Source: an optimization exercise on an open RTL-to-GDS flow (aim: small area and a short achievable clock period). Production flows keep margins and buffers that such runs may drop. Only simulation tests tie the RTL to the original design; equivalence was not proved. Power is estimated from default activity; no workload was simulated.

===== design/flow/design.v =====
module HA(input a, input b, output s, output co);
  assign s = a ^ b;
  assign co = a & b;
endmodule
module HAN(input a, input b, output s, output co);
  assign s = ~(a ^ b);
  OR2 o (a, b, co);
endmodule
module OR2(input a, input b, output y);
  assign y = a | b;
endmodule
module FA(input a, input b, input c, output s, output co);
  assign s = a ^ b ^ c;
  assign co = (a & b) | (a & c) | (b & c);
endmodule
module FA1(input a, input b, output s, output co);
  assign s = ~(a ^ b);
  OR2 o (a, b, co);
endmodule
module G_NAND2(input a, input b, output y);
  assign y = ~(a & b);
endmodule
module G_NOR2(input a, input b, output y);
  assign y = ~(a | b);
endmodule
module G_XOR2(input a, input b, output y);
  assign y = a ^ b;
endmodule
module G_XNOR2(input a, input b, output y);
  assign y = ~(a ^ b);
endmodule
module G_INV(input a, output y);
  assign y = ~a;
endmodule
module G_AOI21(input a1, input a2, input b1, output y);
  assign y = ~((a1 & a2) | b1);
endmodule
module G_OAI21(input a1, input a2, input b1, output y);
  assign y = ~((a1 | a2) & b1);
endmodule
module complex(clk, a0, a1, b0, b1, im, re);
  input clk;
  input [7:0] a0, a1, b0, b1;
  output reg [15:0] im, re;
  wire [15:0] re_d, im_d;
  wire rs1;
  wire rc2;
  wire rs3;
  wire rc4;
  wire rs5;
  wire rc6;
  wire rs7;
  wire rc8;
  wire rs9;
  wire rc10;
  wire rs11;
  wire rc12;
  wire rs13;
  wire rc14;
  wire rs15;
  wire rc16;
  wire rs17;
  wire rc18;
  wire rs19;
  wire rc20;
  wire rs21;
  wire rc22;
  wire rs23;
  wire rc24;
  wire rs25;
  wire rc26;
  wire rs27;
  wire rc28;
  wire rs29;
  wire rc30;
  wire rs31;
  wire rc32;
  wire rs33;
  wire rc34;
  wire rs35;
  wire rc36;
  wire rs37;
  wire rc38;
  wire rs39;
  wire rc40;
  wire rs41;
  wire rc42;
  wire rs43;
  wire rc44;
  wire rs45;
  wire rc46;
  wire rs47;
  wire rc48;
  wire rs49;
  wire rc50;
  wire rs51;
  wire rc52;
  wire rs53;
  wire rc54;
  wire rs55;
  wire rc56;
  wire rs57;
  wire rc58;
  wire rs59;
  wire rc60;
  wire rs61;
  wire rc62;
  wire rs63;
  wire rc64;
  wire rn65;
  wire rs66;
  wire rc67;
  wire rs68;
  wire rc69;
  wire rs70;
  wire rc71;
  wire rs72;
  wire rc73;
  wire rs74;
  wire rc75;
  wire rs76;
  wire rc77;
  wire rs78;
  wire rc79;
  wire rs80;
  wire rc81;
  wire rs82;
  wire rc83;
  wire rs84;
  wire rc85;
  wire rs86;
  wire rc87;
  wire rs88;
  wire rc89;
  wire rs90;
  wire rc91;
  wire rs92;
  wire rc93;
  wire rs94;
  wire rc95;
  wire rs96;
  wire rc97;
  wire rs98;
  wire rc99;
  wire rs100;
  wire rc101;
  wire rs102;
  wire rc103;
  wire rs104;
  wire rc105;
  wire rs106;
  wire rc107;
  wire rs108;
  wire rc109;
  wire rs110;
  wire rc111;
  wire rs112;
  wire rc113;
  wire rs114;
  wire rc115;
  wire rs116;
  wire rc117;
  wire rs118;
  wire rc119;
  wire rs120;
  wire rc121;
  wire rn122;
  wire rs123;
  wire rc124;
  wire rs125;
  wire rc126;
  wire rs127;
  wire rc128;
  wire rs129;
  wire rc130;
  wire rs131;
  wire rc132;
  wire rs133;
  wire rc134;
  wire rs135;
  wire rc136;
  wire rs137;
  wire rc138;
  wire rs139;
  wire rc140;
  wire rs141;
  wire rc142;
  wire rs143;
  wire rc144;
  wire rs145;
  wire rc146;
  wire rs147;
  wire rc148;
  wire rs149;
  wire rc150;
  wire rs151;
  wire rc152;
  wire rs153;
  wire rc154;
  wire rs155;
  wire rc156;
  wire rs157;
  wire rc158;
  wire rs159;
  wire rc160;
  wire rs161;
  wire rc162;
  wire rs163;
  wire rc164;
  wire rs165;
  wire rc166;
  wire rs167;
  wire rc168;
  wire rs169;
  wire rc170;
  wire rs171;
  wire rc172;
  wire rs173;
  wire rc174;
  wire rs175;
  wire rc176;
  wire rs177;
  wire rc178;
  wire rs179;
  wire rc180;
  wire rs181;
  wire rc182;
  wire rs183;
  wire rc184;
  wire rs185;
  wire rc186;
  wire rs187;
  wire rc188;
  wire rs189;
  wire rc190;
  wire rs191;
  wire rc192;
  wire rs193;
  wire rc194;
  wire rs195;
  wire rc196;
  wire rs197;
  wire rc198;
  wire rs199;
  wire rc200;
  wire rs201;
  wire rc202;
  wire rs203;
  wire rc204;
  wire rs205;
  wire rc206;
  wire rs207;
  wire rc208;
  wire rs209;
  wire rc210;
  wire rs211;
  wire rc212;
  wire rs213;
  wire rc214;
  wire rs215;
  wire rc216;
  wire rs217;
  wire rc218;
  wire rs219;
  wire rc220;
  wire rs221;
  wire rc222;
  wire rs223;
  wire rc224;
  wire rs225;
  wire rc226;
  wire rars227;
  wire rarc228;
  wire rars229;
  wire rarc230;
  wire rars231;
  wire rarc232;
  wire rars233;
  wire rarc234;
  wire rars235;
  wire rarc236;
  wire rars237;
  wire rarc238;
  wire rapw239;
  wire ragw240;
  wire ratw241;
  wire rapw242;
  wire ragw243;
  wire ratw244;
  wire rapw245;
  wire ragw246;
  wire ratw247;
  wire rapw248;
  wire ragw249;
  wire ratw250;
  wire rapw251;
  wire ragw252;
  wire ratw253;
  wire rapw254;
  wire ragw255;
  wire ratw256;
  wire rapw257;
  wire ragw258;
  wire ratw259;
  wire rapw260;
  wire ragw261;
  wire ratw262;
  wire rapw263;
  wire ragw264;
  wire ratw265;
  wire rapw266;
  wire raiw267;
  wire raxw268;
  wire raxw269;
  wire rayw270;
  wire raxw271;
  wire rayw272;
  wire raxw273;
  wire rayw274;
  wire raxw275;
  wire rayw276;
  wire raiw277;
  wire raxw278;
  wire raxw279;
  wire raiw280;
  wire raiw281;
  wire raxw282;
  wire rayw283;
  wire raxw284;
  wire rayw285;
  wire raxw286;
  wire raiw287;
  wire raxw288;
  wire raiw289;
  wire raxw290;
  wire raxw291;
  wire raiw292;
  wire raxw293;
  wire raxw294;
  wire rasw295;
  wire rasw296;
  wire rasw297;
  wire rasw298;
  wire rasw299;
  wire rasw300;
  wire rasw301;
  wire rasw302;
  wire rasw303;
  wire rasw304;
  wire is305;
  wire ic306;
  wire is307;
  wire ic308;
  wire is309;
  wire ic310;
  wire is311;
  wire ic312;
  wire is313;
  wire ic314;
  wire is315;
  wire ic316;
  wire is317;
  wire ic318;
  wire is319;
  wire ic320;
  wire is321;
  wire ic322;
  wire is323;
  wire ic324;
  wire is325;
  wire ic326;
  wire is327;
  wire ic328;
  wire is329;
  wire ic330;
  wire is331;
  wire ic332;
  wire is333;
  wire ic334;
  wire is335;
  wire ic336;
  wire is337;
  wire ic338;
  wire is339;
  wire ic340;
  wire is341;
  wire ic342;
  wire is343;
  wire ic344;
  wire is345;
  wire ic346;
  wire is347;
  wire ic348;
  wire is349;
  wire ic350;
  wire is351;
  wire ic352;
  wire is353;
  wire ic354;
  wire is355;
  wire ic356;
  wire is357;
  wire ic358;
  wire is359;
  wire ic360;
  wire is361;
  wire ic362;
  wire is363;
  wire ic364;
  wire is365;
  wire ic366;
  wire is367;
  wire ic368;
  wire is369;
  wire ic370;
  wire is371;
  wire ic372;
  wire is373;
  wire ic374;
  wire is375;
  wire ic376;
  wire is377;
  wire ic378;
  wire is379;
  wire ic380;
  wire is381;
  wire ic382;
  wire is383;
  wire ic384;
  wire is385;
  wire ic386;
  wire is387;
  wire ic388;
  wire is389;
  wire ic390;
  wire is391;
  wire ic392;
  wire is393;
  wire ic394;
  wire is395;
  wire ic396;
  wire is397;
  wire ic398;
  wire is399;
  wire ic400;
  wire is401;
  wire ic402;
  wire is403;
  wire ic404;
  wire is405;
  wire ic406;
  wire is407;
  wire ic408;
  wire is409;
  wire ic410;
  wire is411;
  wire ic412;
  wire is413;
  wire ic414;
  wire is415;
  wire ic416;
  wire is417;
  wire ic418;
  wire is419;
  wire ic420;
  wire is421;
  wire ic422;
  wire is423;
  wire ic424;
  wire is425;
  wire ic426;
  wire is427;
  wire ic428;
  wire is429;
  wire ic430;
  wire is431;
  wire ic432;
  wire is433;
  wire ic434;
  wire is435;
  wire ic436;
  wire is437;
  wire ic438;
  wire is439;
  wire ic440;
  wire is441;
  wire ic442;
  wire is443;
  wire ic444;
  wire is445;
  wire ic446;
  wire is447;
  wire ic448;
  wire is449;
  wire ic450;
  wire is451;
  wire ic452;
  wire is453;
  wire ic454;
  wire is455;
  wire ic456;
  wire is457;
  wire ic458;
  wire is459;
  wire ic460;
  wire is461;
  wire ic462;
  wire is463;
  wire ic464;
  wire is465;
  wire ic466;
  wire is467;
  wire ic468;
  wire is469;
  wire ic470;
  wire is471;
  wire ic472;
  wire is473;
  wire ic474;
  wire is475;
  wire ic476;
  wire is477;
  wire ic478;
  wire is479;
  wire ic480;
  wire is481;
  wire ic482;
  wire is483;
  wire ic484;
  wire is485;
  wire ic486;
  wire is487;
  wire ic488;
  wire is489;
  wire ic490;
  wire is491;
  wire ic492;
  wire is493;
  wire ic494;
  wire is495;
  wire ic496;
  wire is497;
  wire ic498;
  wire is499;
  wire ic500;
  wire is501;
  wire ic502;
  wire is503;
  wire ic504;
  wire is505;
  wire ic506;
  wire is507;
  wire ic508;
  wire is509;
  wire ic510;
  wire is511;
  wire ic512;
  wire is513;
  wire ic514;
  wire iasw515;
  wire iarw516;
  wire iars517;
  wire iarc518;
  wire iaow519;
  wire iars520;
  wire iarc521;
  wire iaow522;
  wire iars523;
  wire iarc524;
  wire iaow525;
  wire iars526;
  wire iarc527;
  wire iaow528;
  wire iars529;
  wire iarc530;
  wire iaow531;
  wire iapw532;
  wire iagw533;
  wire iatw534;
  wire iapw535;
  wire iagw536;
  wire iatw537;
  wire iapw538;
  wire iagw539;
  wire iatw540;
  wire iapw541;
  wire iagw542;
  wire iatw543;
  wire iapw544;
  wire iagw545;
  wire iatw546;
  wire iapw547;
  wire iagw548;
  wire iatw549;
  wire iapw550;
  wire iagw551;
  wire iatw552;
  wire iapw553;
  wire iagw554;
  wire iatw555;
  wire iapw556;
  wire iagw557;
  wire iatw558;
  wire iapw559;
  wire iaiw560;
  wire iaxw561;
  wire iaxw562;
  wire iayw563;
  wire iaxw564;
  wire iayw565;
  wire iaxw566;
  wire iayw567;
  wire iaxw568;
  wire iayw569;
  wire iaiw570;
  wire iaxw571;
  wire iaxw572;
  wire iaiw573;
  wire iaiw574;
  wire iaxw575;
  wire iayw576;
  wire iaxw577;
  wire iayw578;
  wire iaxw579;
  wire iaiw580;
  wire iaxw581;
  wire iaiw582;
  wire iaxw583;
  wire iaxw584;
  wire iaiw585;
  wire iaxw586;
  wire iaxw587;
  wire iasw588;
  wire iasw589;
  wire iasw590;
  wire iasw591;
  wire iasw592;
  wire iasw593;
  wire iasw594;
  wire iasw595;
  wire iasw596;
  wire iasw597;
  FA1 ru2 ((a0[0] & b0[6]), (a0[1] & b0[5]), rs1, rc2);
  FA1 ru4 ((a0[0] & b0[7]), (a0[1] & b0[6]), rs3, rc4);
  FA ru6 ((a0[2] & b0[5]), (a0[3] & b0[4]), (a0[4] & b0[3]), rs5, rc6);
  HA ru8 ((a0[5] & b0[2]), (a0[6] & b0[1]), rs7, rc8);
  FA1 ru10 ((a0[1] & b0[7]), (a0[2] & b0[6]), rs9, rc10);
  FA ru12 ((a0[3] & b0[5]), (a0[4] & b0[4]), (a0[5] & b0[3]), rs11, rc12);
  HA ru14 ((a0[6] & b0[2]), (a0[7] & b0[1]), rs13, rc14);
  FA ru16 ((a0[2] & b0[7]), (a0[3] & b0[6]), (a0[4] & b0[5]), rs15, rc16);
  FA1 ru18 ((a0[0] & b0[4]), (a0[1] & b0[3]), rs17, rc18);
  FA1 ru20 ((a0[0] & b0[5]), (a0[1] & b0[4]), rs19, rc20);
  FA ru22 ((a0[2] & b0[3]), (a0[3] & b0[2]), (a0[4] & b0[1]), rs21, rc22);
  HA ru24 ((a0[5] & b0[0]), ~(a1[0] & b1[5]), rs23, rc24);
  FA ru26 ((a0[2] & b0[4]), (a0[3] & b0[3]), (a0[4] & b0[2]), rs25, rc26);
  FA ru28 ((a0[5] & b0[1]), (a0[6] & b0[0]), ~(a1[0] & b1[6]), rs27, rc28);
  FA ru30 (~(a1[1] & b1[5]), ~(a1[2] & b1[4]), ~(a1[3] & b1[3]), rs29, rc30);
  HA ru32 (~(a1[4] & b1[2]), ~(a1[5] & b1[1]), rs31, rc32);
  FA ru34 ((a0[7] & b0[0]), ~(a1[0] & b1[7]), ~(a1[1] & b1[6]), rs33, rc34);
  FA ru36 (~(a1[2] & b1[5]), ~(a1[3] & b1[4]), ~(a1[4] & b1[3]), rs35, rc36);
  FA ru38 (~(a1[5] & b1[2]), ~(a1[6] & b1[1]), ~(a1[7] & b1[0]), rs37, rc38);
  FA ru40 (rc2, rs3, rs7, rs39, rc40);
  FA ru42 (~(a1[1] & b1[7]), ~(a1[2] & b1[6]), ~(a1[3] & b1[5]), rs41, rc42);
  FA ru44 (~(a1[4] & b1[4]), ~(a1[5] & b1[3]), ~(a1[6] & b1[2]), rs43, rc44);
  FA ru46 (~(a1[7] & b1[1]), rc4, rc8, rs45, rc46);
  FA ru48 (rs9, rs13, rc6, rs47, rc48);
  FA ru50 ((a0[5] & b0[4]), (a0[6] & b0[3]), (a0[7] & b0[2]), rs49, rc50);
  FA ru52 (~(a1[2] & b1[7]), ~(a1[3] & b1[6]), ~(a1[4] & b1[5]), rs51, rc52);
  FA ru54 (~(a1[5] & b1[4]), ~(a1[6] & b1[3]), ~(a1[7] & b1[2]), rs53, rc54);
  FA ru56 (rc10, rc14, rc12, rs55, rc56);
  FA ru58 ((a0[3] & b0[7]), (a0[4] & b0[6]), (a0[5] & b0[5]), rs57, rc58);
  FA ru60 ((a0[6] & b0[4]), (a0[7] & b0[3]), ~(a1[3] & b1[7]), rs59, rc60);
  FA ru62 (~(a1[4] & b1[6]), ~(a1[5] & b1[5]), ~(a1[6] & b1[4]), rs61, rc62);
  FA ru64 ((a0[4] & b0[7]), (a0[5] & b0[6]), (a0[6] & b0[5]), rs63, rc64);
  assign rn65 = ~(a0[0] & b0[2]);
  FA1 ru67 ((a0[0] & b0[3]), (a0[1] & b0[2]), rs66, rc67);
  FA ru69 ((a0[2] & b0[1]), (a0[3] & b0[0]), ~(a1[0] & b1[3]), rs68, rc69);
  FA ru71 ((a0[2] & b0[2]), (a0[3] & b0[1]), (a0[4] & b0[0]), rs70, rc71);
  FA ru73 (~(a1[0] & b1[4]), ~(a1[1] & b1[3]), ~(a1[2] & b1[2]), rs72, rc73);
  HA ru75 (~(a1[3] & b1[1]), ~(a1[4] & b1[0]), rs74, rc75);
  FA ru77 (~(a1[1] & b1[4]), ~(a1[2] & b1[3]), ~(a1[3] & b1[2]), rs76, rc77);
  FA ru79 (~(a1[4] & b1[1]), ~(a1[5] & b1[0]), rc18, rs78, rc79);
  FA ru81 (rs19, rs23, rc75, rs80, rc81);
  FA ru83 (~(a1[6] & b1[0]), rc20, rs1, rs82, rc83);
  FA ru85 (rc24, rs31, rc22, rs84, rc85);
  FA ru87 (rc77, rs25, rs27, rs86, rc87);
  FA ru89 (rc32, rc26, rc28, rs88, rc89);
  FA ru91 (rc30, rs5, rs33, rs90, rc91);
  FA ru93 (rs35, rs37, rc83, rs92, rc93);
  FA ru95 (rc34, rc36, rc38, rs94, rc95);
  FA ru97 (rs11, rs41, rs43, rs96, rc97);
  FA ru99 (rc40, rs45, rc89, rs98, rc99);
  FA ru101 (rc42, rc44, rs15, rs100, rc101);
  FA ru103 (rs49, rs51, rs53, rs102, rc103);
  FA ru105 (rc46, rc48, rc95, rs104, rc105);
  FA ru107 (~(a1[7] & b1[3]), rc16, rc50, rs106, rc107);
  FA ru109 (rc52, rc54, rs57, rs108, rc109);
  FA ru111 (rs59, rs61, rc56, rs110, rc111);
  FA ru113 ((a0[7] & b0[4]), ~(a1[4] & b1[7]), ~(a1[5] & b1[6]), rs112, rc113);
  FA ru115 (~(a1[6] & b1[5]), ~(a1[7] & b1[4]), rc58, rs114, rc115);
  FA ru117 (rc60, rc62, rs63, rs116, rc117);
  FA ru119 ((a0[5] & b0[7]), (a0[6] & b0[6]), (a0[7] & b0[5]), rs118, rc119);
  FA ru121 (~(a1[5] & b1[7]), ~(a1[6] & b1[6]), ~(a1[7] & b1[5]), rs120, rc121);
  assign rn122 = ~(a0[0] & b0[1]);
  FA ru124 ((a0[1] & b0[1]), (a0[2] & b0[0]), ~(a1[0] & b1[2]), rs123, rc124);
  HA ru126 (~(a1[1] & b1[1]), ~(a1[2] & b1[0]), rs125, rc126);
  FA ru128 (~(a1[1] & b1[2]), ~(a1[2] & b1[1]), ~(a1[3] & b1[0]), rs127, rc128);
  FA ru130 ((a0[0] & b0[2]), rs66, rc126, rs129, rc130);
  FA ru132 (rc67, rs17, rs74, rs131, rc132);
  FA ru134 (rc69, rc128, rs70, rs133, rc134);
  FA ru136 (rc71, rc73, rs21, rs135, rc136);
  FA ru138 (rs76, rs78, rc132, rs137, rc138);
  FA ru140 (rs29, rc79, rc81, rs139, rc140);
  FA ru142 (rs82, rs84, rc136, rs141, rc142);
  FA ru144 (rs39, rc85, rc87, rs143, rc144);
  FA ru146 (rs88, rs90, rc140, rs145, rc146);
  FA ru148 (rs47, rc91, rs94, rs147, rc148);
  FA ru150 (rs96, rc93, rs98, rs149, rc150);
  FA ru152 (rs55, rc97, rs100, rs151, rc152);
  FA ru154 (rs102, rc99, rs104, rs153, rc154);
  FA ru156 (rc101, rc103, rs106, rs155, rc156);
  FA ru158 (rs108, rc105, rs110, rs157, rc158);
  FA ru160 (rs112, rc107, rc109, rs159, rc160);
  FA ru162 (rs114, rs116, rc111, rs161, rc162);
  FA ru164 (rc64, rc113, rs118, rs163, rc164);
  FA ru166 (rs120, rc115, rc117, rs165, rc166);
  FA ru168 ((a0[6] & b0[7]), (a0[7] & b0[6]), ~(a1[6] & b1[7]), rs167, rc168);
  FA ru170 (~(a1[7] & b1[6]), rc119, rc121, rs169, rc170);
  HA ru172 ((a0[1] & b0[0]), ~(a1[0] & b1[1]), rs171, rc172);
  FA ru174 ((a0[0] & b0[1]), rn65, rs125, rs173, rc174);
  FA ru176 (rc124, rs68, rs127, rs175, rc176);
  FA ru178 (rs72, rc130, rs131, rs177, rc178);
  FA ru180 (rs80, rc134, rs135, rs179, rc180);
  FA ru182 (rs86, rc138, rs139, rs181, rc182);
  FA ru184 (rs92, rc142, rs143, rs183, rc184);
  FA ru186 (rc144, rs147, rc146, rs185, rc186);
  FA ru188 (rc148, rs151, rc150, rs187, rc188);
  FA ru190 (rc152, rs155, rc154, rs189, rc190);
  FA ru192 (rc156, rs159, rc158, rs191, rc192);
  FA ru194 (rs163, rc160, rs165, rs193, rc194);
  FA ru196 (rs167, rc164, rs169, rs195, rc196);
  FA ru198 ((a0[7] & b0[7]), ~(a1[7] & b1[7]), rc168, rs197, rc198);
  HA ru200 (~(a1[1] & b1[0]), rn122, rs199, rc200);
  FA ru202 (rc172, rc200, rs123, rs201, rc202);
  FA ru204 (rc174, rs129, rc202, rs203, rc204);
  FA ru206 (rc176, rs133, rs177, rs205, rc206);
  FA ru208 (rs137, rc178, rs179, rs207, rc208);
  FA ru210 (rs141, rc180, rs181, rs209, rc210);
  FA ru212 (rc182, rs145, rs183, rs211, rc212);
  FA ru214 (rs149, rc184, rs185, rs213, rc214);
  FA ru216 (rs153, rc186, rs187, rs215, rc216);
  FA ru218 (rs157, rc188, rs189, rs217, rc218);
  FA ru220 (rs161, rc190, rs191, rs219, rc220);
  FA ru222 (rc162, rs193, rc192, rs221, rc222);
  FA ru224 (rc166, rs195, rc194, rs223, rc224);
  FA ru226 (rc170, rs197, rc196, rs225, rc226);
  FA1 raru228 ((a0[0] & b0[0]), ~(a1[0] & b1[0]), rars227, rarc228);
  FA raru230 (rs171, rs199, rarc228, rars229, rarc230);
  FA raru232 (rs173, rs201, rarc230, rars231, rarc232);
  FA raru234 (rs175, rs203, rarc232, rars233, rarc234);
  FA raru236 (rc204, rs205, rarc234, rars235, rarc236);
  FA raru238 (rc206, rs207, rarc236, rars237, rarc238);
  G_XOR2 rapu239 (rc208, rs209, rapw239);
  G_NAND2 ragu240 (rc208, rs209, ragw240);
  G_NOR2 ratu241 (rc208, rs209, ratw241);
  G_XOR2 rapu242 (rc210, rs211, rapw242);
  G_NAND2 ragu243 (rc210, rs211, ragw243);
  G_NOR2 ratu244 (rc210, rs211, ratw244);
  G_XOR2 rapu245 (rc212, rs213, rapw245);
  G_NAND2 ragu246 (rc212, rs213, ragw246);
  G_NOR2 ratu247 (rc212, rs213, ratw247);
  G_XOR2 rapu248 (rc214, rs215, rapw248);
  G_NAND2 ragu249 (rc214, rs215, ragw249);
  G_NOR2 ratu250 (rc214, rs215, ratw250);
  G_XOR2 rapu251 (rc216, rs217, rapw251);
  G_NAND2 ragu252 (rc216, rs217, ragw252);
  G_NOR2 ratu253 (rc216, rs217, ratw253);
  G_XOR2 rapu254 (rc218, rs219, rapw254);
  G_NAND2 ragu255 (rc218, rs219, ragw255);
  G_NOR2 ratu256 (rc218, rs219, ratw256);
  G_XOR2 rapu257 (rc220, rs221, rapw257);
  G_NAND2 ragu258 (rc220, rs221, ragw258);
  G_NOR2 ratu259 (rc220, rs221, ratw259);
  G_XOR2 rapu260 (rc222, rs223, rapw260);
  G_NAND2 ragu261 (rc222, rs223, ragw261);
  G_NOR2 ratu262 (rc222, rs223, ratw262);
  G_XOR2 rapu263 (rc224, rs225, rapw263);
  G_NAND2 ragu264 (rc224, rs225, ragw264);
  G_NOR2 ratu265 (rc224, rs225, ratw265);
  G_XOR2 rapu266 (rc198, rc226, rapw266);
  G_INV raiu267 (rarc238, raiw267);
  G_OAI21 raxu268 (ratw241, raiw267, ragw240, raxw268);
  G_OAI21 raxu269 (ratw247, ragw243, ragw246, raxw269);
  G_NOR2 rayu270 (ratw247, ratw244, rayw270);
  G_OAI21 raxu271 (ratw253, ragw249, ragw252, raxw271);
  G_NOR2 rayu272 (ratw253, ratw250, rayw272);
  G_OAI21 raxu273 (ratw259, ragw255, ragw258, raxw273);
  G_NOR2 rayu274 (ratw259, ratw256, rayw274);
  G_OAI21 raxu275 (ratw265, ragw261, ragw264, raxw275);
  G_NOR2 rayu276 (ratw265, ratw262, rayw276);
  G_INV raiu277 (raxw268, raiw277);
  G_OAI21 raxu278 (ratw244, raiw277, ragw243, raxw278);
  G_AOI21 raxu279 (rayw270, raxw268, raxw269, raxw279);
  G_INV raiu280 (raxw271, raiw280);
  G_INV raiu281 (rayw272, raiw281);
  G_OAI21 raxu282 (ratw256, raiw280, ragw255, raxw282);
  G_NOR2 rayu283 (ratw256, raiw281, rayw283);
  G_AOI21 raxu284 (rayw274, raxw271, raxw273, raxw284);
  G_NAND2 rayu285 (rayw274, rayw272, rayw285);
  G_OAI21 raxu286 (ratw250, raxw279, ragw249, raxw286);
  G_INV raiu287 (raxw279, raiw287);
  G_AOI21 raxu288 (rayw272, raiw287, raxw271, raxw288);
  G_INV raiu289 (raxw279, raiw289);
  G_AOI21 raxu290 (rayw283, raiw289, raxw282, raxw290);
  G_OAI21 raxu291 (rayw285, raxw279, raxw284, raxw291);
  G_INV raiu292 (raxw291, raiw292);
  G_OAI21 raxu293 (ratw262, raiw292, ragw261, raxw293);
  G_AOI21 raxu294 (rayw276, raxw291, raxw275, raxw294);
  G_XOR2 rasu295 (rapw239, rarc238, rasw295);
  G_XOR2 rasu296 (rapw242, raxw268, rasw296);
  G_XOR2 rasu297 (rapw245, raxw278, rasw297);
  G_XNOR2 rasu298 (rapw248, raxw279, rasw298);
  G_XOR2 rasu299 (rapw251, raxw286, rasw299);
  G_XNOR2 rasu300 (rapw254, raxw288, rasw300);
  G_XNOR2 rasu301 (rapw257, raxw290, rasw301);
  G_XOR2 rasu302 (rapw260, raxw291, rasw302);
  G_XOR2 rasu303 (rapw263, raxw293, rasw303);
  G_XNOR2 rasu304 (rapw266, raxw294, rasw304);
  HAN iu306 (~(a0[0] & b1[6]), ~(a0[1] & b1[5]), is305, ic306);
  FA iu308 (~(a0[0] & b1[7]), ~(a0[1] & b1[6]), ~(a0[2] & b1[5]), is307, ic308);
  FA iu310 (~(a0[3] & b1[4]), ~(a0[4] & b1[3]), ~(a0[5] & b1[2]), is309, ic310);
  FA iu312 (~(a0[1] & b1[7]), ~(a0[2] & b1[6]), ~(a0[3] & b1[5]), is311, ic312);
  HAN iu314 (~(a0[4] & b1[4]), ~(a0[5] & b1[3]), is313, ic314);
  HAN iu316 (~(a0[2] & b1[7]), ~(a0[3] & b1[6]), is315, ic316);
  HAN iu318 (~(a0[0] & b1[4]), ~(a0[1] & b1[3]), is317, ic318);
  FA iu320 (~(a0[0] & b1[5]), ~(a0[1] & b1[4]), ~(a0[2] & b1[3]), is319, ic320);
  FA iu322 (~(a0[3] & b1[2]), ~(a0[4] & b1[1]), ~(a0[5] & b1[0]), is321, ic322);
  FA iu324 (~(a0[2] & b1[4]), ~(a0[3] & b1[3]), ~(a0[4] & b1[2]), is323, ic324);
  FA iu326 (~(a0[5] & b1[1]), ~(a0[6] & b1[0]), ~(a1[0] & b0[6]), is325, ic326);
  FA iu328 (~(a1[1] & b0[5]), ~(a1[2] & b0[4]), ~(a1[3] & b0[3]), is327, ic328);
  FA iu330 (~(a0[6] & b1[1]), ~(a0[7] & b1[0]), ~(a1[0] & b0[7]), is329, ic330);
  FA iu332 (~(a1[1] & b0[6]), ~(a1[2] & b0[5]), ~(a1[3] & b0[4]), is331, ic332);
  FA iu334 (~(a1[4] & b0[3]), ~(a1[5] & b0[2]), ~(a1[6] & b0[1]), is333, ic334);
  HAN iu336 (~(a1[7] & b0[0]), ic306, is335, ic336);
  FA iu338 (~(a0[6] & b1[2]), ~(a0[7] & b1[1]), ~(a1[1] & b0[7]), is337, ic338);
  FA iu340 (~(a1[2] & b0[6]), ~(a1[3] & b0[5]), ~(a1[4] & b0[4]), is339, ic340);
  FA iu342 (~(a1[5] & b0[3]), ~(a1[6] & b0[2]), ~(a1[7] & b0[1]), is341, ic342);
  FA iu344 (is313, ic308, ic310, is343, ic344);
  FA iu346 (~(a0[4] & b1[5]), ~(a0[5] & b1[4]), ~(a0[6] & b1[3]), is345, ic346);
  FA iu348 (~(a0[7] & b1[2]), ~(a1[2] & b0[7]), ~(a1[3] & b0[6]), is347, ic348);
  FA iu350 (~(a1[4] & b0[5]), ~(a1[5] & b0[4]), ~(a1[6] & b0[3]), is349, ic350);
  FA iu352 (~(a1[7] & b0[2]), ic314, is315, is351, ic352);
  FA iu354 (~(a0[3] & b1[7]), ~(a0[4] & b1[6]), ~(a0[5] & b1[5]), is353, ic354);
  FA iu356 (~(a0[6] & b1[4]), ~(a0[7] & b1[3]), ~(a1[3] & b0[7]), is355, ic356);
  FA iu358 (~(a1[4] & b0[6]), ~(a1[5] & b0[5]), ~(a1[6] & b0[4]), is357, ic358);
  FA iu360 (~(a0[4] & b1[7]), ~(a0[5] & b1[6]), ~(a0[6] & b1[5]), is359, ic360);
  FA iu362 (~(a0[0] & b1[3]), ~(a0[1] & b1[2]), ~(a0[2] & b1[1]), is361, ic362);
  FA iu364 (~(a0[2] & b1[2]), ~(a0[3] & b1[1]), ~(a0[4] & b1[0]), is363, ic364);
  FA iu366 (~(a1[0] & b0[4]), ~(a1[1] & b0[3]), ~(a1[2] & b0[2]), is365, ic366);
  FA iu368 (~(a1[0] & b0[5]), ~(a1[1] & b0[4]), ~(a1[2] & b0[3]), is367, ic368);
  FA iu370 (~(a1[3] & b0[2]), ~(a1[4] & b0[1]), ~(a1[5] & b0[0]), is369, ic370);
  HAN iu372 (ic318, ic364, is371, ic372);
  FA iu374 (~(a1[4] & b0[2]), ~(a1[5] & b0[1]), ~(a1[6] & b0[0]), is373, ic374);
  FA iu376 (is305, ic320, ic322, is375, ic376);
  FA iu378 (ic368, ic370, is323, is377, ic378);
  FA iu380 (ic324, ic326, ic328, is379, ic380);
  FA iu382 (ic374, is307, is309, is381, ic382);
  FA iu384 (is329, is331, is333, is383, ic384);
  FA iu386 (ic330, ic332, ic334, is385, ic386);
  FA iu388 (is311, is337, is339, is387, ic388);
  FA iu390 (is341, ic336, ic380, is389, ic390);
  FA iu392 (ic312, ic338, ic340, is391, ic392);
  FA iu394 (ic342, is345, is347, is393, ic394);
  FA iu396 (is349, is351, ic344, is395, ic396);
  FA iu398 (~(a1[7] & b0[3]), ic316, ic346, is397, ic398);
  FA iu400 (ic348, ic350, is353, is399, ic400);
  FA iu402 (is355, is357, ic352, is401, ic402);
  FA iu404 (~(a0[7] & b1[4]), ~(a1[4] & b0[7]), ~(a1[5] & b0[6]), is403, ic404);
  FA iu406 (~(a1[6] & b0[5]), ~(a1[7] & b0[4]), ic354, is405, ic406);
  FA iu408 (ic356, ic358, is359, is407, ic408);
  FA iu410 (~(a0[5] & b1[7]), ~(a0[6] & b1[6]), ~(a0[7] & b1[5]), is409, ic410);
  FA iu412 (~(a1[5] & b0[7]), ~(a1[6] & b0[6]), ~(a1[7] & b0[5]), is411, ic412);
  FA iu414 (~(a0[0] & b1[2]), ~(a0[1] & b1[1]), ~(a0[2] & b1[0]), is413, ic414);
  FA iu416 (~(a0[3] & b1[0]), ~(a1[0] & b0[3]), ~(a1[1] & b0[2]), is415, ic416);
  HAN iu418 (~(a1[2] & b0[1]), ~(a1[3] & b0[0]), is417, ic418);
  FA iu420 (~(a1[3] & b0[1]), ~(a1[4] & b0[0]), is317, is419, ic420);
  FA iu422 (ic418, ic362, ic416, is421, ic422);
  FA iu424 (ic366, is319, is321, is423, ic424);
  FA iu426 (is367, is369, is371, is425, ic426);
  FA iu428 (is325, is327, is373, is427, ic428);
  FA iu430 (ic372, is375, ic424, is429, ic430);
  FA iu432 (is335, ic376, ic378, is431, ic432);
  FA iu434 (is379, ic428, is381, is433, ic434);
  FA iu436 (is343, ic382, ic384, is435, ic436);
  FA iu438 (is385, is387, is389, is437, ic438);
  FA iu440 (ic386, ic388, is391, is439, ic440);
  FA iu442 (is393, ic390, is395, is441, ic442);
  FA iu444 (ic392, ic394, is397, is443, ic444);
  FA iu446 (is399, is401, ic396, is445, ic446);
  FA iu448 (is403, ic398, ic400, is447, ic448);
  FA iu450 (is405, is407, ic402, is449, ic450);
  FA iu452 (ic360, ic404, is409, is451, ic452);
  FA iu454 (is411, ic406, ic408, is453, ic454);
  FA iu456 (~(a0[6] & b1[7]), ~(a0[7] & b1[6]), ~(a1[6] & b0[7]), is455, ic456);
  FA iu458 (~(a1[7] & b0[6]), ic410, ic412, is457, ic458);
  HAN iu460 (~(a0[0] & b1[1]), ~(a0[1] & b1[0]), is459, ic460);
  FA iu462 (~(a1[0] & b0[2]), ~(a1[1] & b0[1]), ~(a1[2] & b0[0]), is461, ic462);
  FA iu464 (is417, ic414, ic462, is463, ic464);
  FA iu466 (is363, is365, is419, is465, ic466);
  FA iu468 (ic420, ic422, is423, is467, ic468);
  FA iu470 (is377, is427, ic426, is469, ic470);
  FA iu472 (is383, ic430, is431, is471, ic472);
  FA iu474 (ic432, ic434, is435, is473, ic474);
  FA iu476 (ic436, is439, ic438, is475, ic476);
  FA iu478 (ic440, is443, ic442, is477, ic478);
  FA iu480 (ic444, is447, is449, is479, ic480);
  FA iu482 (is451, ic448, is453, is481, ic482);
  FA iu484 (is455, ic452, is457, is483, ic484);
  FA iu486 (~(a0[7] & b1[7]), ~(a1[7] & b0[7]), ic456, is485, ic486);
  HAN iu488 (~(a1[0] & b0[1]), ~(a1[1] & b0[0]), is487, ic488);
  FA iu490 (ic460, ic488, is413, is489, ic490);
  FA iu492 (is361, is415, is463, is491, ic492);
  FA iu494 (ic464, is421, is465, is493, ic494);
  FA iu496 (is425, ic466, is467, is495, ic496);
  FA iu498 (is429, ic468, is469, is497, ic498);
  FA iu500 (is433, ic470, is471, is499, ic500);
  FA iu502 (is437, ic472, is473, is501, ic502);
  FA iu504 (is441, ic474, is475, is503, ic504);
  FA iu506 (is445, ic476, is477, is505, ic506);
  FA iu508 (ic446, is479, ic478, is507, ic508);
  FA iu510 (ic450, is481, ic480, is509, ic510);
  FA iu512 (ic454, is483, ic482, is511, ic512);
  FA iu514 (ic458, is485, ic484, is513, ic514);
  G_XOR2 iasu515 (~(a0[0] & b1[0]), ~(a1[0] & b0[0]), iasw515);
  OR2 iaru516 (~(a0[0] & b1[0]), ~(a1[0] & b0[0]), iarw516);
  FA iaru518 (is459, is487, iarw516, iars517, iarc518);
  G_INV iaou519 (iars517, iaow519);
  FA iaru521 (is461, is489, iarc518, iars520, iarc521);
  G_INV iaou522 (iars520, iaow522);
  FA iaru524 (ic490, is491, iarc521, iars523, iarc524);
  G_INV iaou525 (iars523, iaow525);
  FA iaru527 (ic492, is493, iarc524, iars526, iarc527);
  G_INV iaou528 (iars526, iaow528);
  FA iaru530 (ic494, is495, iarc527, iars529, iarc530);
  G_INV iaou531 (iars529, iaow531);
  G_XOR2 iapu532 (ic496, is497, iapw532);
  G_NAND2 iagu533 (ic496, is497, iagw533);
  G_NOR2 iatu534 (ic496, is497, iatw534);
  G_XOR2 iapu535 (ic498, is499, iapw535);
  G_NAND2 iagu536 (ic498, is499, iagw536);
  G_NOR2 iatu537 (ic498, is499, iatw537);
  G_XOR2 iapu538 (ic500, is501, iapw538);
  G_NAND2 iagu539 (ic500, is501, iagw539);
  G_NOR2 iatu540 (ic500, is501, iatw540);
  G_XOR2 iapu541 (ic502, is503, iapw541);
  G_NAND2 iagu542 (ic502, is503, iagw542);
  G_NOR2 iatu543 (ic502, is503, iatw543);
  G_XOR2 iapu544 (ic504, is505, iapw544);
  G_NAND2 iagu545 (ic504, is505, iagw545);
  G_NOR2 iatu546 (ic504, is505, iatw546);
  G_XOR2 iapu547 (ic506, is507, iapw547);
  G_NAND2 iagu548 (ic506, is507, iagw548);
  G_NOR2 iatu549 (ic506, is507, iatw549);
  G_XOR2 iapu550 (ic508, is509, iapw550);
  G_NAND2 iagu551 (ic508, is509, iagw551);
  G_NOR2 iatu552 (ic508, is509, iatw552);
  G_XOR2 iapu553 (ic510, is511, iapw553);
  G_NAND2 iagu554 (ic510, is511, iagw554);
  G_NOR2 iatu555 (ic510, is511, iatw555);
  G_XOR2 iapu556 (ic512, is513, iapw556);
  G_NAND2 iagu557 (ic512, is513, iagw557);
  G_NOR2 iatu558 (ic512, is513, iatw558);
  G_XOR2 iapu559 (ic486, ic514, iapw559);
  G_INV iaiu560 (iarc530, iaiw560);
  G_AOI21 iaxu561 (iagw533, iaiw560, iatw534, iaxw561);
  G_AOI21 iaxu562 (iagw539, iatw537, iatw540, iaxw562);
  G_NAND2 iayu563 (iagw539, iagw536, iayw563);
  G_AOI21 iaxu564 (iagw545, iatw543, iatw546, iaxw564);
  G_NAND2 iayu565 (iagw545, iagw542, iayw565);
  G_AOI21 iaxu566 (iagw551, iatw549, iatw552, iaxw566);
  G_NAND2 iayu567 (iagw551, iagw548, iayw567);
  G_AOI21 iaxu568 (iagw557, iatw555, iatw558, iaxw568);
  G_NAND2 iayu569 (iagw557, iagw554, iayw569);
  G_INV iaiu570 (iaxw561, iaiw570);
  G_AOI21 iaxu571 (iagw536, iaiw570, iatw537, iaxw571);
  G_OAI21 iaxu572 (iayw563, iaxw561, iaxw562, iaxw572);
  G_INV iaiu573 (iaxw564, iaiw573);
  G_INV iaiu574 (iayw565, iaiw574);
  G_AOI21 iaxu575 (iagw548, iaiw573, iatw549, iaxw575);
  G_NAND2 iayu576 (iagw548, iaiw574, iayw576);
  G_OAI21 iaxu577 (iayw567, iaxw564, iaxw566, iaxw577);
  G_NOR2 iayu578 (iayw567, iayw565, iayw578);
  G_AOI21 iaxu579 (iagw542, iaxw572, iatw543, iaxw579);
  G_INV iaiu580 (iaxw572, iaiw580);
  G_OAI21 iaxu581 (iayw565, iaiw580, iaxw564, iaxw581);
  G_INV iaiu582 (iaxw572, iaiw582);
  G_OAI21 iaxu583 (iayw576, iaiw582, iaxw575, iaxw583);
  G_AOI21 iaxu584 (iayw578, iaxw572, iaxw577, iaxw584);
  G_INV iaiu585 (iaxw584, iaiw585);
  G_AOI21 iaxu586 (iagw554, iaiw585, iatw555, iaxw586);
  G_OAI21 iaxu587 (iayw569, iaxw584, iaxw568, iaxw587);
  G_XNOR2 iasu588 (iapw532, iarc530, iasw588);
  G_XNOR2 iasu589 (iapw535, iaxw561, iasw589);
  G_XNOR2 iasu590 (iapw538, iaxw571, iasw590);
  G_XOR2 iasu591 (iapw541, iaxw572, iasw591);
  G_XNOR2 iasu592 (iapw544, iaxw579, iasw592);
  G_XOR2 iasu593 (iapw547, iaxw581, iasw593);
  G_XOR2 iasu594 (iapw550, iaxw583, iasw594);
  G_XNOR2 iasu595 (iapw553, iaxw584, iasw595);
  G_XNOR2 iasu596 (iapw556, iaxw586, iasw596);
  G_XOR2 iasu597 (iapw559, iaxw587, iasw597);
  assign re_d[0] = rars227;
  assign re_d[1] = rars229;
  assign re_d[2] = rars231;
  assign re_d[3] = rars233;
  assign re_d[4] = rars235;
  assign re_d[5] = rars237;
  assign re_d[6] = rasw295;
  assign re_d[7] = rasw296;
  assign re_d[8] = rasw297;
  assign re_d[9] = rasw298;
  assign re_d[10] = rasw299;
  assign re_d[11] = rasw300;
  assign re_d[12] = rasw301;
  assign re_d[13] = rasw302;
  assign re_d[14] = rasw303;
  assign re_d[15] = rasw304;
  assign im_d[0] = iasw515;
  assign im_d[1] = iaow519;
  assign im_d[2] = iaow522;
  assign im_d[3] = iaow525;
  assign im_d[4] = iaow528;
  assign im_d[5] = iaow531;
  assign im_d[6] = iasw588;
  assign im_d[7] = iasw589;
  assign im_d[8] = iasw590;
  assign im_d[9] = iasw591;
  assign im_d[10] = iasw592;
  assign im_d[11] = iasw593;
  assign im_d[12] = iasw594;
  assign im_d[13] = iasw595;
  assign im_d[14] = iasw596;
  assign im_d[15] = iasw597;
  always @(posedge clk) begin
    re <= re_d;
    im <= im_d;
  end
endmodule

===== design/flow/constraint.sdc =====
create_clock -name core_clock -period 10.0 [get_ports {clk}]
set_input_delay 2.0000 -clock core_clock [delete_from_list [all_inputs] [get_ports {clk}]]
set_output_delay 2.0000 -clock core_clock [all_outputs]
set_load 0.01 [all_outputs]

===== design/flow/config.mk =====
export PLATFORM = sky130hd
export DESIGN_NAME = complex
export DESIGN_NICKNAME = complex
export VERILOG_FILES = /design/flow/design.v
export SDC_FILE = /design/flow/constraint.sdc
export NUM_CORES = 4
export LEC_CHECK = 0
export CAP_MARGIN = 20
export CORE_MARGIN = 2
export CORE_UTILIZATION = 40
export PLACE_DENSITY = 0.6
export SETUP_SLACK_MARGIN = 4.0
export SLEW_MARGIN = 20
export SYNTH_HIERARCHICAL = 1

===== design/flow/standard.sh =====
#!/bin/bash
# synth_recipe.tcl (not shown) runs the flow's synth.tcl, then flattens the netlist and writes it again
# the make line also repeats each setting of config.mk as NAME=value (left out here)
make -C /OpenROAD-flow-scripts/flow DESIGN_CONFIG=/design/flow/config.mk WORK_HOME=/design/flow/orfs CLKGATE_MAP_FILE= SYNTH_SCRIPT=/design/flow/synth_recipe.tcl "${@:-finish}"

===== design/flow/flow/run.sh =====
#!/bin/bash
set -o pipefail
export BUFFER_PORTS_ARGS="-buffer_cell sky130_fd_sc_hd__buf_1"
cp standard.sh standard_sh.txt 2>/dev/null
bash standard.sh > standard.log 2>&1

==> flow_metrics.py, run 1 <==
metrics = {
    "sta": {
        "grt_setup_unrepaired": "yes",
        "fin_tns_setup_ns": 0,
        "max_freq_mhz": 172,
        "worst_pin_slew_ns": 0.391,
        "slew_viol_final": 0,
        "layout_worst_path_cycle_share": 0.580,
        "relative_slew_slack": 0.739,
        "layout_min_cycle_time_ns": 5.80,
        "setup_viol": 0,
        "final_hold_viol_count": 0,
    },
    "global_route": {
        "grt_overflow_total": 0,
        "vias_in_the_first_global_route": 5355,
        "global_route_wire_length_before_repair_um": 26900,
        "grt_start_max_net_pins": 19,
        "antenna_found_initial": 0,
        "gr-usage-all-layers": 0.174,
    },
    "flow_run": {
        "maxcap_violations": 0,
    },
    "drt": {
        "dr.first_iter.drc_count": 226,
        "vias_per_cell": 4.96,
        "drc_errors": 0,
        "drt_wl_cell_um": 15.7,
        "dr.pass1.iters": 5,
        "detailroute.via_count": 4857,
        "totalWireLength_um": 15400,
        "detail-route-antenna-nets": 0,
    },
    "setup_path": {
        "required_ns": 10.18,
        "crit_path_end_kind": "flop",
        "timing.critical_path.arrival_ns": 5.99,
        "critical_path_launch_point": "a0[7]",
        "path_class": "in -> reg",
        "crit_fanout": 16,
        "start_kind": "primary input",
    },
    "cts": {
        "cts_root_buf": "clkbuf_16",
        "path_clk_slew_ns": 0.06,
        "numCtsBuffers": 5,
        "clock_tree.buffer_depth": 2,
        "clock-sinks": 32,
        "tritoncts": "built",
        "cts-htree-levels": 2,
    },
    "logic_synthesis": {
        "yosys.cell_count.top_type": "nand2_1",
        "synth-edff-count": 0,
        "synth.net_count": 966,
        "ys_warn_count": 7,
        "synth.cell_area_sq_um": 7380,
        "postSynth.topFlopCell": "dfxtp_1",
        "netlist-cell-type-count": 15,
        "synth-seq-cells": 32,
        "synth_common_cells": "nand2_1 (218), fa_1 (204), and2_1 (64)",
        "syn_area_per_cell_sq_um": 10.2,
        "async_flop_share": 0,
        "syn_inst": 721,
        "area_leader_netlist": "fa_1",
        "yosysTopAreaCellShare": 0.553,
        "post_synthesis_sequential_area_ratio": 0.0868,
        "synth.top_cells.by_area": "fa_1 (55%), nand2_1 (11%), dfxtp_1 (8.7%)",
    },
    "finish": {
        "nets": 994,
        "layout.cells.non_filler": 979,
        "syn2layout_area_growth_pct": 6.69,
        "final_layout_size_suffix_gt1_frac": 0.0853,
        "fin_util": 0.437,
        "antenna-diode-count": 0,
    },
    "power": {
        "power_per_cell_area_nw_per_um2": 342,
        "vdd_ir_drop_max_uv": 313,
        "power_leakage_nw": 2.97,
    },
    "placed_design": {
        "dp.final_hpwl_um": 11800,
        "buffer_ports.inserted": 64,
        "post-place-cells": 969,
        "finalWeightedCongestion": 0.799,
    },
    "floorplan": {
        "die_width_um": 140,
        "io-pin-count": 65,
        "die_h_um": 140,
        "initial_core_utilization": 0.410,
        "rows": 49,
        "die_area_sq_um": 19600,
        "core_area_sq_um": 18000,
    },
    "run_status": {
        "status": "complete, no violations",
    },
    "min_path": {
        "worst_hold_path_type": "in -> reg",
        "hold_start": "a0[0]",
    },
}
## flip-flops by register name (all words and copies together) (netlist names)
name,count
im,16
re,16
## stage by stage
step / cell area, sq um / hold slack (ns) / setup slack [ns] / total power [W]
finish: 7880 / 2.09 / 4.20 / 0.00270
detailed placement: 7570 / 2.39 / 3.29 / 0.00244
global placement: 7570 / 2.39 / 3.40 / 0.00240
floorplan: 7380 / 2.23 / 4.02 / 0.00208
CTS: 7780 / 2.14 / 3.96 / 0.00265
global route: 7880 / 2.11 / 4.00 / 0.00306
## final timing paths
| check | slack, ns | endpoint | cells after the start |
|---|---|---|---|
| setup / recovery | 4.20 | re[13] | 14 |
| hold / removal | 2.09 | im[0] | 3 |
## critical path, cell delays in order
cell and delay, ns:
buf_2 0.21, and2_1 0.20, fa_1 0.46, fa_2 0.41
fa_1 0.45, fa_1 0.39, fa_1 0.50, fa_1 0.45
nor2_1 0.27, o21ai_4 0.10, a21oi_2 0.14, o21ai_2 0.09
buf_4 0.15, xor2_1 0.15
## report_power, final
| part | switching, W | internal (W) | total, W |
|---|---|---|---|
| clock | 0.0000687 | 0.000117 | 0.000186 |
| combinational | 0.00123 | 0.00102 | 0.00226 |
| sequential | 0.0000147 | 0.000241 | 0.000256 |
| total | 0.00132 | 0.00138 | 0.00270 |
## cell type report
cell class / instances / area (sq um)
fill: 1758 / 10100
multi-input combinational: 622 / 6330
sequential: 32 / 641
timing repair buffer: 69 / 375
tap: 229 / 287
clock buffer: 5 / 125
inverter: 19 / 71.3
clock inverter: 3 / 42.5
## placed cells by master (no fill, tap or decap)
| cell type | n |
|---|---|
| nand2_1 | 218 |
| fa_1 | 203 |
| and2_1 | 64 |
| buf_1 | 35 |
| dfxtp_1 | 32 |
| xor2_1 | 31 |
| xnor2_1 | 26 |
| nor2_1 | 22 |
| inv_1 | 19 |
| or2_1 | 17 |
| a21oi_2 | 15 |
| buf_4 | 14 |
| clkbuf_4 | 13 |
| o21ai_1 | 11 |
| ha_1 | 8 |
| clkbuf_16 | 5 |
| buf_2 | 5 |
| o21ai_2 | 3 |
| nor2_2 | 2 |
| o21ai_4 | 1 |
| fa_2 | 1 |
| bufinv_16 | 1 |
| clkinvlp_4 | 1 |
| clkinv_2 | 1 |
| clkbuf_2 | 1 |
| buf_6 | 1 |
## modules after synthesis, one instance, submodules excluded, excerpt
module,copies in the design,cells
G_XNOR2,10,1
FA1,7,1
G_XOR2,31,1
OR2,17,1
G_AOI21,15,1
HA,8,1
HAN,9,1
FA,204,1
G_NOR2,24,1
## per-layer routing
layer,part of all wire,track usage,vias to the layer above
met5,0,0,-
met4,0.014,0.0395,0
met3,0.063,0.0241,13
met2,0.51,0.290,151
met1,0.42,0.243,2489
li1,-,-,2204
## kinds of logic after synthesis
group                    Yosys count  synth area share
AND/OR/NAND/NOR                  323             0.192
flip-flops                        32            0.0868
AO/OA/AOI/OAI                     30            0.0280
buffers and inverters             67            0.0592
XOR/XNOR                          57            0.0676
adder cells (fa/ha/maj)          212             0.567
## timing repair
item                                    CTS  global route
resized for setup                        37            47
hold buffers                              0             0
endpoints found under the setup margin   13            12
hold endpoints to repair                  0             0
setup buffers                             0             2
pin swaps                                 0             2
==> run 2, diff against run 1 <==
--- a/design/flow/config.mk
+++ b/design/flow/config.mk
@@ -8,6 +8,9 @@
 export CAP_MARGIN = 20
 export CORE_MARGIN = 2
 export CORE_UTILIZATION = 40
+export CTS_BUF_LIST = sky130_fd_sc_hd__clkbuf_8
+export CTS_CLUSTER_DIAMETER = 200
+export CTS_CLUSTER_SIZE = 32
 export PLACE_DENSITY = 0.6
 export SETUP_SLACK_MARGIN = 4.0
 export SLEW_MARGIN = 20
==> run 2 against run 1 <==
  * Still clean
  * Power fell by 2.0%
  * Area after synthesis did not move
  * Critical path depth rose by 1
  * Critical endpoint is now im[14]
==> flow_metrics.py, run 2 <==
metrics = {
    "floorplan": {
        "io-pin-count": 65,
        "rows": 49,
        "die_width_um": 140,
        "die_h_um": 140,
        "core_area_sq_um": 18000,
        "die_area_sq_um": 19600,
        "initial_core_utilization": 0.410,
    },
    "placed_design": {
        "post-place-cells": 969,
        "buffer_ports.inserted": 64,
        "finalWeightedCongestion": 0.799,
        "dp.final_hpwl_um": 11800,
    },
    "cts": {
        "post_cts_hold_buffer_count": 0,
        "cts_root_buf": "clkbuf_8",
        "clock-sinks": 32,
        "path_clk_slew_ns": 0.08,
        "cts-htree-levels": 2,
        "numCtsBuffers": 5,
        "clock_tree.buffer_depth": 2,
        "tritoncts": "built",
    },
    "drt": {
        "vias_per_cell": 4.99,
        "dr.first_iter.drc_count": 232,
        "dr.pass1.iters": 5,
        "totalWireLength_um": 15300,
        "drc_errors": 0,
        "detail-route-antenna-nets": 0,
        "detailroute.via_count": 4883,
        "drt_wl_cell_um": 15.6,
    },
    "power": {
        "vdd_ir_drop_max_uv": 312,
        "pwr-share-comb": 0.852,
        "seqPwrFrac": 0.097,
        "clock_power_share": 0.051,
        "power.internal_w": 0.00133,
        "power.switching_fraction": 0.495,
        "power_per_cell_area_nw_per_um2": 338,
        "power_leakage_nw": 2.94,
        "switching_pwr_w": 0.00131,
    },
    "logic_synthesis": {
        "synth.top_cells.by_area": "fa_1 (55%), nand2_1 (11%), dfxtp_1 (8.7%)",
        "synth-edff-count": 0,
        "ys_warn_count": 7,
        "yosys.cell_count.top_type": "nand2_1",
        "postSynth.topFlopCell": "dfxtp_1",
        "async_flop_share": 0,
        "netlist-cell-type-count": 15,
        "yosysTopAreaCellShare": 0.553,
        "post_synthesis_sequential_area_ratio": 0.0868,
        "synth_common_cells": "nand2_1 (218), fa_1 (204), and2_1 (64)",
        "synth.net_count": 966,
        "area_leader_netlist": "fa_1",
        "synth.cell_area_sq_um": 7380,
        "synth-seq-cells": 32,
        "syn_area_per_cell_sq_um": 10.2,
        "syn_inst": 721,
    },
    "finish": {
        "layout.cells.most_common": "nand2_1",
        "antenna-diode-count": 0,
        "most_frequent_cells_in_the_layout": "nand2_1 (218), fa_1 (203), and2_1 (64)",
        "layout.cells.non_filler": 979,
        "nets": 994,
        "syn2layout_area_growth_pct": 5.88,
        "reg.largest.list": "im x16, re x16",
        "final_layout_size_suffix_gt1_frac": 0.0853,
    },
    "sta": {
        "fin_tns_setup_ns": 0,
        "final_hold_viol_count": 0,
        "layout_min_cycle_time_ns": 5.79,
        "worst_pin_slew_ns": 0.407,
        "setup_viol": 0,
        "grt_setup_unrepaired": "no",
        "hold_ws_ns": 2.06,
        "slew_viol_final": 0,
        "max_freq_mhz": 173,
        "relative_slew_slack": 0.729,
        "layout_worst_path_cycle_share": 0.579,
    },
    "setup_path": {
        "timing.critical_path.arrival_ns": 6.03,
        "crit_path_end_kind": "flop",
        "crit_fanout": 16,
        "start_kind": "primary input",
        "maximum_single_stage_delay_on_the_critical_path_ns": 0.57,
        "required_ns": 10.25,
        "crit_path_frequent_cell": "fa_1",
        "critical_path.slowest_cell": "fa_1",
        "path_class": "in -> reg",
        "crit_chain": "clkbuf_4 > nand2_1 > fa_1 > fa_1 > fa_1 > fa_1 > fa_1 > fa_1 > nand2_1 > a21oi_2 > o21ai_1 > a21oi_2 > inv_1 > a21oi_2 > xnor2_1",
    },
    "global_route": {
        "gr-usage-all-layers": 0.175,
        "global_route_wire_length_before_repair_um": 27000,
        "vias_in_the_first_global_route": 5369,
        "grt_start_max_net_pins": 19,
        "grt_overflow_total": 0,
        "antenna_found_initial": 0,
    },
    "flow_run": {
        "maxcap_violations": 0,
    },
    "min_path": {
        "worst_hold_path_type": "in -> reg",
    },
    "run_status": {
        "status": "complete, no violations",
    },
}
run 2: cell counts after synthesis:
Identical to the previous run, type by type.
run 2: power by group through the flow:
stage | Clock (W) | Combinational (W) | Sequential [W]
after global placement | 0 | 0.00214 | 0.000261
after global routing | 0.000147 | 0.00260 | 0.000263
final | 0.000136 | 0.00225 | 0.000256
after CTS | 0.000146 | 0.00220 | 0.000258
after detailed placement | 0 | 0.00218 | 0.000261
after floorplan | 0 | 0.00179 | 0.000293
run 2: cells by family (layout without fill, tap and decap cells):
group / after synthesis / after routing / synth area share
AOI/OAI and AO/OA: 30 / 30 / 0.0280
xor gates and xnor gates: 57 / 57 / 0.0676
adders and majority gates: 212 / 212 / 0.567
buffers and inverters: 67 / 96 / 0.0592
DFF: 32 / 32 / 0.0868
and+or+nand+nor: 323 / 323 / 0.192
run 2: final timing paths:
check / start / endpoint / slack, ns / depth (start not counted)
min: b0[0] / im[0] / 2.06 / 3
max: b1[4] / im[14] / 4.21 / 15
run 2: stage by stage:
stage,utilization,power [W],area [sq um],setup slack [ns]
6_report,0.434,0.00264,7820,4.21
5_1_grt,0.434,0.00301,7820,4.00
4_1_cts,0.429,0.00260,7730,3.94
3_5_place_dp,0.420,0.00244,7570,3.29
3_3_place_gp,0.420,0.00240,7570,3.40
2_1_floorplan,-,0.00208,7380,4.02
run 2: per-layer routing:
metal | vias up | part of all wire | global-route usage
met5 | - | 0 | 0
met4 | 0 | 0.011 | 0.0411
met3 | 8 | 0.057 | 0.0234
met2 | 152 | 0.50 | 0.290
met1 | 2522 | 0.43 | 0.245
li1 | 2201 | - | -
run 2: layout make-up:
| cell class | count | area, sq um |
|---|---|---|
| clock inverter | 3 | 42.5 |
| inverter | 19 | 71.3 |
| sequential | 32 | 641 |
| clock buffer | 5 | 68.8 |
| tap | 229 | 287 |
| timing repair buffer | 69 | 372 |
| multi-input combinational | 622 | 6330 |
| fill | 1767 | 10200 |
run 2: worst max-delay path: cells and delay by family:
family,cells,cell delay [ns]
adders and majority gates,6,2.77
xor gates and xnor gates,1,0.12
and+or+nand+nor,2,0.21
AOI/OAI and AO/OA,4,0.60
buffers and inverters,2,0.31
run 2: modules after synthesis (local to each module, per instance), a selection:
module   times used  cells  cell area, sq um
FA              204      1              20.0
HA                8      1              12.5
G_XOR2           31      1              8.76
G_XNOR2          10      1              8.76
FA1               7      1              8.76
OR2              17      1              6.26
G_OAI21          15      1              5.00
G_NOR2           24      1              3.75
G_NAND2          24      1              3.75
G_INV            19      1              3.75
run 2: what timing repair did:
item,CTS,global route
cloned,0,0
pin swaps,0,2
resized for setup,35,42
endpoints found under the setup margin,10,12
buffers inserted,0,2
==> run 3, diff against run 2 <==
--- a/design/flow/config.mk
+++ b/design/flow/config.mk
@@ -12,6 +12,6 @@
 export CTS_CLUSTER_DIAMETER = 200
 export CTS_CLUSTER_SIZE = 32
 export PLACE_DENSITY = 0.6
-export SETUP_SLACK_MARGIN = 4.0
+export SETUP_SLACK_MARGIN = 4.7
 export SLEW_MARGIN = 20
 export SYNTH_HIERARCHICAL = 1
==> run 3 against run 2 <==
  * Routed wire length up 12%
  * Critical path depth up 2
  * Via count up 5.4%
  * Area after synthesis unchanged
  * Die area unchanged
  * Sequential cell count unchanged
  * Combinational power up 29%
  * Hold slack worse by 0.043 ns
  * Global-route usage up 1.4 points
  * Worst setup slack better by 0.25 ns
==> flow_metrics.py, run 3 <==
metrics = {
    "sta": {
        "final_hold_viol_count": 0,
        "slew_viol_final": 0,
        "fin_tns_setup_ns": 0,
        "max_freq_mhz": 181,
        "worst_pin_slew_ns": 0.244,
        "grt_setup_unrepaired": "yes",
        "setup_viol": 0,
        "layout_worst_path_cycle_share": 0.554,
        "layout_min_cycle_time_ns": 5.54,
        "relative_slew_slack": 0.836,
    },
    "cts": {
        "post_cts_hold_buffer_count": 0,
        "numCtsBuffers": 5,
        "tritoncts": "built",
        "clock_tree.buffer_depth": 2,
        "path_clk_slew_ns": 0.07,
        "cts-htree-levels": 2,
        "cts_root_buf": "clkbuf_8",
        "clock-sinks": 32,
    },
    "logic_synthesis": {
        "synth-seq-cells": 32,
        "synth.top_cells.by_area": "fa_1 (55%), nand2_1 (11%), dfxtp_1 (8.7%)",
        "synth-edff-count": 0,
        "syn_inst": 721,
        "netlist-cell-type-count": 15,
        "async_flop_share": 0,
        "synth_common_cells": "nand2_1 (218), fa_1 (204), and2_1 (64)",
        "syn_area_per_cell_sq_um": 10.2,
        "yosysTopAreaCellShare": 0.553,
        "area_leader_netlist": "fa_1",
        "ys_warn_count": 7,
        "yosys.cell_count.top_type": "nand2_1",
        "synth.cell_area_sq_um": 7380,
        "post_synthesis_sequential_area_ratio": 0.0868,
        "synth.net_count": 966,
        "postSynth.topFlopCell": "dfxtp_1",
    },
    "min_path": {
        "worst_hold_path_type": "in -> reg",
        "hold_start": "a1[0]",
    },
    "floorplan": {
        "core_area_sq_um": 18000,
        "rows": 49,
        "io-pin-count": 65,
        "die_width_um": 140,
        "die_area_sq_um": 19600,
        "initial_core_utilization": 0.410,
        "die_h_um": 140,
    },
    "global_route": {
        "antenna_found_initial": 0,
        "vias_in_the_first_global_route": 5718,
        "grt_overflow_total": 0,
        "grt_start_max_net_pins": 19,
        "gr-usage-all-layers": 0.188,
        "global_route_wire_length_before_repair_um": 29000,
    },
    "finish": {
        "antenna-diode-count": 0,
        "layout.cells.most_common": "nand2_1",
        "nets": 1032,
        "nFillCells": 1696,
        "final_layout_size_suffix_gt1_frac": 0.277,
        "most_frequent_cells_in_the_layout": "nand2_1 (198), fa_1 (141), fa_2 (63)",
        "syn2layout_area_growth_pct": 19.5,
        "stdcell_area_sq_um": 8820,
        "fin_util": 0.490,
        "reg.largest.list": "im x16, re x16",
    },
    "power": {
        "power.internal_w": 0.00176,
        "seqPwrFrac": 0.078,
        "power_leakage_nw": 3.30,
        "switching_pwr_w": 0.00153,
        "vdd_ir_drop_max_uv": 289,
        "power_per_cell_area_nw_per_um2": 372,
        "pwr-share-comb": 0.888,
        "power.switching_fraction": 0.465,
        "clock_power_share": 0.034,
    },
    "placed_design": {
        "buffer_ports.inserted": 64,
        "finalWeightedCongestion": 0.785,
        "dp.final_hpwl_um": 12200,
        "detailed_place.area_sq_um": 7690,
    },
    "flow_run": {
        "maxcap_violations": 0,
    },
    "drt": {
        "dr.pass1.iters": 5,
        "totalWireLength_um": 17100,
        "drc_errors": 0,
        "dr.first_iter.drc_count": 257,
        "detailroute.via_count": 5146,
        "vias_per_cell": 5.06,
        "detail-route-antenna-nets": 0,
        "drt_wl_cell_um": 16.8,
    },
    "setup_path": {
        "critical_path_launch_point": "a0[6]",
        "critical_path.slowest_cell": "fa_2",
        "required_ns": 10.24,
        "maximum_single_stage_delay_on_the_critical_path_ns": 0.59,
        "timing.critical_path.arrival_ns": 5.78,
        "critical_path.n_buffers_inverters": 5,
        "crit_path_end_kind": "flop",
        "crit_family": "adder cells",
        "crit_fanout": 6,
        "path_class": "in -> reg",
        "crit_chain": "buf_12 > buf_8 > buf_6 > buf_8 > nand2_4 > fa_1 > fa_2 > fa_2 > fa_1 > fa_2 > nand2_2 > a21oi_2 > o21ai_1 > a21oi_2 > inv_1 > a21oi_2 > xnor2_1",
        "start_kind": "primary input",
    },
    "run_status": {
        "status": "complete, no violations",
    },
}
-- run 3: cell counts after synthesis --
Identical to the previous run, type by type.
-- run 3: final cells by class --
class                   instances  area, sq um  share of cell area
clock inverters                 2         10.0             0.00113
clock buffers                   6         82.6             0.00936
inverters                      19         71.3             0.00808
repair buffers                107         1030               0.117
flip-flops and latches         32          641              0.0726
multi-input cells             622         6700               0.760
well taps                     229          287              0.0325
-- run 3: cells by family after synthesis --
family,count (synthesis),synth area share
AO/OA/AOI/OAI,30,0.0280
XOR/XNOR,57,0.0676
AND/OR/NAND/NOR,323,0.192
flip-flops,32,0.0868
adder cells (fa/ha/maj),212,0.567
buffers and inverters,67,0.0592
-- run 3: through the flow --
| stage | cells | hold slack [ns] | setup slack [ns] | power, W |
|---|---|---|---|---|
| floorplan | 721 | 2.23 | 4.26 | 0.00222 |
| global placement | 967 | 2.39 | 3.52 | 0.00254 |
| detailed placement | 967 | 2.39 | 3.49 | 0.00258 |
| CTS | 1004 | 1.99 | 4.40 | 0.00299 |
| global route | 1017 | 2.02 | 4.29 | 0.00366 |
| finish | 1017 | 2.02 | 4.46 | 0.00328 |
-- run 3: power groups by stage --
| stage | registers, W | logic, W | clock network (W) |
|---|---|---|---|
| after CTS | 0.000257 | 0.00261 | 0.000121 |
| after floorplan | 0.000293 | 0.00192 | 0 |
| after detailed placement | 0.000260 | 0.00232 | 0 |
| after global placement | 0.000261 | 0.00228 | 0 |
| after global routing | 0.000262 | 0.00327 | 0.000127 |
| final | 0.000256 | 0.00291 | 0.000113 |
-- run 3: worst paths after layout --
path                  to  cells past startpoint
hold / removal     re[0]                      3
setup / recovery  im[14]                     17
-- run 3: layer usage --
layer / track usage / vias to the layer above / wire, um
met5: 0 / - / 0
met1: 0.255 / 2685 / 6930
met2: 0.318 / 169 / 8920
li1: - / 2280 / -
met3: 0.0354 / 12 / 1090
met4: 0.0395 / 0 / 190
-- run 3: per-module statistics from Yosys (local to each module, per instance) --
module | flops+latches | times used | cells inside
FA | 0 | 204 | 1
FA1 | 0 | 7 | 1
G_AOI21 | 0 | 15 | 1
G_INV | 0 | 19 | 1
G_NAND2 | 0 | 24 | 1
G_NOR2 | 0 | 24 | 1
G_OAI21 | 0 | 15 | 1
G_XNOR2 | 0 | 10 | 1
G_XOR2 | 0 | 31 | 1
HA | 0 | 8 | 1
HAN | 0 | 9 | 1
OR2 | 0 | 17 | 1
complex | 32 | 1 | 338
-- run 3: repair_timing --
item | CTS | global route
buffers inserted | 28 | 13
resized for setup | 198 | 64
setup endpoints to repair | 20 | 14
pin swaps | 37 | 47
gates cloned | 1 | 0

-- port drivers added, routing unchanged --
Ports are ideal in the flow. The routed layouts listed here were re-timed in OpenROAD. Step 1 (the two cells are an assumption about what drives the block):
set clk [get_ports {clk}]
set_driving_cell -lib_cell sky130_fd_sc_hd__clkbuf_16 $clk
set_driving_cell -lib_cell sky130_fd_sc_hd__buf_2 [delete_from_list [all_inputs] $clk]
Step 2 also shifts input and output timing later by t, the mid clock arrival at the registers, as if the neighbouring blocks saw the same clock. Slacks: ideal ports / drivers / drivers and shift; pairs: ideal ports / drivers.
run	shift t [ns]	slack for setup (ns)	hold slack, ns	latest minus earliest clock arrival (ns)	cell pins on the clock port's net
run 1	0.338	4.197 / 4.220 / 3.882	2.090 / 2.078 / 2.405	0.007 / 0.007	1
run 2	0.352	4.212 / 4.213 / 3.861	2.062 / 2.053 / 2.405	0.010 / 0.010	1
run 3	0.343	4.461 / 4.435 / 4.092	2.019 / 2.033 / 2.376	0.010 / 0.010	1
After both steps setup and hold are still met in every run listed. For run 3, which loses most, drivers alone change the setup slack by -0.026 ns; drivers and shift together by -0.369 ns.
